What follows belongs to an exercise in optimizing a design on an open flow for small area; a production flow would make more cautious choices.
Function was checked by simulation only, so behaviour that the tests miss may differ from the original.

// FIR2
module FIR2 (X, clk, Y, reset);
   input  [11:0] X;
   input  clk;
   output [13:0] Y;
   input  reset;
   reg [13:0] Y;
   reg [11:0] d1, d2, d3, d4, d5, d6, d7, d8, d9, d10, d11, d12, d13, d14, d15, d16, d17, d18, d19, d20, d21, d22, d23, d24, d25, d26, d27, d28, d29, d30, d31, d32, d33, d34, d35, d36, d37, d38, d39, d40, d41, d42, d43, d44, d45, d46, d47, d48, d49, d50, d51, d52, d53, d54, d55, d56, d57, d58;
   always @(posedge clk) begin
      d1 <= X;
      d2 <= d1;
      d3 <= d2;
      d4 <= d3;
      d5 <= d4;
      d6 <= d5;
      d7 <= d6;
      d8 <= d7;
      d9 <= d8;
      d10 <= d9;
      d11 <= d10;
      d12 <= d11;
      d13 <= d12;
      d14 <= d13;
      d15 <= d14;
      d16 <= d15;
      d17 <= d16;
      d18 <= d17;
      d19 <= d18;
      d20 <= d19;
      d21 <= d20;
      d22 <= d21;
      d23 <= d22;
      d24 <= d23;
      d25 <= d24;
      d26 <= d25;
      d27 <= d26;
      d28 <= d27;
      d29 <= d28;
      d30 <= d29;
      d31 <= d30;
      d32 <= d31;
      d33 <= d32;
      d34 <= d33;
      d35 <= d34;
      d36 <= d35;
      d37 <= d36;
      d38 <= d37;
      d39 <= d38;
      d40 <= d39;
      d41 <= d40;
      d42 <= d41;
      d43 <= d42;
      d44 <= d43;
      d45 <= d44;
      d46 <= d45;
      d47 <= d46;
      d48 <= d47;
      d49 <= d48;
      d50 <= d49;
      d51 <= d50;
      d52 <= d51;
  ...
clock: 15.0 ns
lec_check: 0
cap_margin: 20
core_margin: 2
core_utilization: 40
slew_margin: 20
synth_hierarchical: 1
run.sh (not shown) runs the stock make flow with config.mk's settings and CLKGATE_MAP_FILE= SYNTH_SCRIPT=/design/flow/synth_recipe.tcl, a recipe that flattens the netlist after the stock synthesis.
The first run ran to the end with no violations.
==> next run, changes <==
- CORE_UTILIZATION: 40 -> 50
- CTS_BUF_LIST: not set -> sky130_fd_sc_hd__clkbuf_8
- CTS_CLUSTER_DIAMETER: not set -> 60
- CTS_CLUSTER_SIZE: not set -> 20
What happened: Area after synthesis is unchanged; wire length stays flat; register-to-register slack is about the same; hold slack gets better by 0.0073 ns; non-clock buffer count goes down by 6; via count decreases by 1.8%.
==> next run, changes <==
- CORE_UTILIZATION: 50 -> 65
Effect: Die area is lower by about a fifth. Clock-buffer cell count is lower by 1. Core utilization is higher by 16 points. Cell count is lower by a few percent. Worst setup slack gains 0.14 ns.

---

run A:
Starting RTL as in the previous note.
==> flow/config.mk <==
export PLATFORM = sky130hd
export DESIGN_NAME = FIR2
export DESIGN_NICKNAME = FIR2
export VERILOG_FILES = /design/flow/design.v
export SDC_FILE = /design/flow/constraint.sdc
export NUM_CORES = 4
export LEC_CHECK = 0
export CAP_MARGIN = 20
export CORE_MARGIN = 2
export CORE_UTILIZATION = 40
export CTS_BUF_LIST = sky130_fd_sc_hd__clkbuf_8
export CTS_CLUSTER_DIAMETER = 60
export CTS_CLUSTER_SIZE = 16
export SLEW_MARGIN = 20
export SYNTH_HIERARCHICAL = 1
==> flow/constraint.sdc <==
create_clock -name core_clock -period 15.0 [get_ports {clk}]
set_input_delay 3.0000 -clock core_clock [delete_from_list [all_inputs] [get_ports {clk}]]
set_output_delay 3.0000 -clock core_clock [all_outputs]
set_load 0.01 [all_outputs]
Run A went all the way through the flow, and no timing, DRC or antenna check failed.
> inputs changed (run A -> run B)
Settings: a change of CTS_CLUSTER_DIAMETER from 60 to 100; a deleted CTS_BUF_LIST that had been sky130_fd_sc_hd__clkbuf_8; a change of CTS_CLUSTER_SIZE from 16 to 30.
- Run B finished every step from synthesis to the final layout, and the layout passed the timing, DRC and antenna checks.
- Run A ended up with Y[8]$_DFF_PP0_ as its endpoint of the most critical setup path; run B ended up with Y[7]$_DFF_PP0_.
- Of run A and run B, the higher final-layout clock-cell area share belongs to run A.
- On via count, run A loses to run B.
- Status: maximum clock frequency parity (run A, run B)
- Final period utilization in run B vs run A: up 0.23 points
- On number of multi-input logic gates, run A and run B are neck and neck.
- Diff run B..run A | standard-cell row count | unchanged
Setup changes, run B to run C
Settings: removing CTS_CLUSTER_DIAMETER (formerly 100); setting GPL_TIMING_DRIVEN to 0 for the first time; removing CTS_CLUSTER_SIZE (formerly 30).
Notes after the runs:
Cmp run B and run C / critical path required time / lower: run C. Relative to run B, the end-of-flow core utilization of run C is higher by 1.8 points. Of run C and run B, it is run C that has the higher count of vias placed by the detailed router. Average via count per standard cell, run C vs run B: down slightly. The wire length of run C was inferior to that of run B. No run among run B and run C stopped early or left any final violation; all are clean. Run C against run B: first-pass GRT wire length has increased, max-cap check violation count shows no meaningful change.
Edits applied to the flow inputs when going from run C to run D:
Settings: an added CTS_CLUSTER_SIZE of 20; an added CTS_CLUSTER_DIAMETER of 80; a deleted GPL_TIMING_DRIVEN that had been 0.
==> comparison <==
Run C → run D: global routing usage on met3 decreased 1.1 points, aggregate routed wire length shrank by 970 um.
| design area | run D vs run C | better |
Compared to run C, run D reaches a higher achievable clock.
Against run C, register-to-register slack in run D came out better.

---

Another version of the RTL of FIR2 (not shown whole).
clock: 15.0 ns
lec_check: 0
cap_margin: 20
core_margin: 2
core_utilization: 40
cts_buf_list: sky130_fd_sc_hd__clkbuf_4
cts_cluster_diameter: 50
cts_cluster_size: 10
slew_margin: 20
synth_hierarchical: 1
standard.sh (not shown) runs the stock make flow with config.mk's settings and CLKGATE_MAP_FILE= SYNTH_SCRIPT=/design/flow/synth_recipe.tcl, a recipe that flattens the netlist after the stock synthesis.
==> flow/flow/run.sh <==
#!/bin/bash
# Standard ORFS flow (the standard.sh), with the port buffers that
# buffer_ports inserts on every input and output made the smallest buffer.
set -o pipefail
export BUFFER_PORTS_ARGS="-buffer_cell sky130_fd_sc_hd__buf_1"
bash standard.sh > standard_flow.log 2>&1
==> next run, changes <==
- CTS_BUF_LIST: sky130_fd_sc_hd__clkbuf_4 -> sky130_fd_sc_hd__clkbuf_8
- CTS_CLUSTER_DIAMETER: 50 -> 60
- CTS_CLUSTER_SIZE: 10 -> 16
Critical path depth grows by 2.
Sequential share of layout area shrinks by 0.12 points.
Fmax is about the same.
Global-route usage shrinks by 0.16 points.
Cell area stays flat.
Worst setup slack improves by 39 ps.
Clock skew shrinks by 56 ps.
Via count shrinks by about 1.7%.
Count of clock-buffer cells in the layout shrinks by 35.
==> next run, changes <==
- CTS_BUF_LIST: sky130_fd_sc_hd__clkbuf_8 -> sky130_fd_sc_hd__clkbuf_4 sky130_fd_sc_hd__clkbuf_8
- CTS_CLUSTER_DIAMETER: 60 -> 50
- CTS_CLUSTER_SIZE: 16 -> 12
Outcome: The changed run produced a clean layout; routed wire length rose by 0.92%; die area does not change; count of clock-buffer cells in the layout goes up by 39; first-iteration DRC count went down by 3.1%; setup slack gets worse by 73 ps; design area grows by 1.5%; clock skew is higher by 9.3 ps; area after synthesis stays the same.
==> next run, changes <==
==> flow/run.sh (new file) <==
#!/bin/bash
# synth_recipe.tcl (not shown) runs the flow's synth.tcl, then flattens the netlist and writes it again
# the make line also repeats each setting of config.mk as NAME=value (left out here)
make -C /OpenROAD-flow-scripts/flow DESIGN_CONFIG=/design/flow/config.mk WORK_HOME=/design/flow/orfs CLKGATE_MAP_FILE= SYNTH_SCRIPT=/design/flow/synth_recipe.tcl finish
- CTS_BUF_LIST: sky130_fd_sc_hd__clkbuf_4 sky130_fd_sc_hd__clkbuf_8 -> sky130_fd_sc_hd__clkbuf_8
- CTS_CLUSTER_DIAMETER: 50 -> 60
- CTS_CLUSTER_SIZE: 12 -> 16
removed: flow/flow/run.sh
removed: flow/standard.sh
Result: Via count barely changes; utilization came out lower by 0.50 points; synthesized cell count stays the same.

-- what the ideal ports hide --
The results above use ideal ports. As a check the final layouts listed here were re-extracted and re-timed, cells and wires unchanged.
Step 1: set_driving_cell puts a clkbuf_16 on clk and a buf_2 on each other input, an assumption about the parent block.
Step 2 adds t to the input delays and takes it off the output delays; t is the mean of the earliest and latest rising clock arrival at the registers after step 1. Input paths then give back, and output paths get back, about the clock's delay inside the block.
a / b / c = ideal ports / drivers / drivers and shift; a / b = the first two.
run | shift t [ns] | setup slack, ns | worst hold slack (ns) | pins driven straight from the clock port
the first run of note 1 | 0.700 | 1.112 / 1.112 / 1.112 | 0.300 / 0.300 / 0.300 | 1
the second run of note 1 | 0.754 | 1.113 / 1.113 / 1.113 | 0.307 / 0.307 / 0.307 | 1
the third run of note 1 | 0.760 | 1.250 / 1.250 / 1.250 | 0.323 / 0.323 / 0.323 | 1
run A | 0.758 | 1.091 / 1.091 / 1.091 | 0.321 / 0.321 / 0.321 | 1
run B | 0.698 | 1.056 / 1.056 / 1.056 | 0.318 / 0.318 / 0.318 | 1
run C | 0.684 | 0.626 / 0.626 / 0.626 | 0.301 / 0.301 / 0.301 | 1
run D | 0.664 | 1.070 / 1.070 / 1.070 | 0.319 / 0.319 / 0.319 | 1
the first run of note 3 | 0.907 | 0.691 / 0.691 / 0.569 | 0.258 / 0.258 / 0.258 | 1
the second run of note 3 | 0.766 | 0.730 / 0.730 / 0.592 | 0.299 / 0.299 / 0.299 | 1
the third run of note 3 | 0.740 | 0.657 / 0.657 / 0.585 | 0.287 / 0.287 / 0.287 | 1
the fourth run of note 3 | 0.767 | 0.561 / 0.561 / 0.171 | 0.293 / 0.293 / 0.293 | 1
After both steps setup and hold are still met in every run listed. For the fourth run of note 3, which loses most, drivers alone change the setup slack by 0.000 ns; drivers and shift together by -0.390 ns.
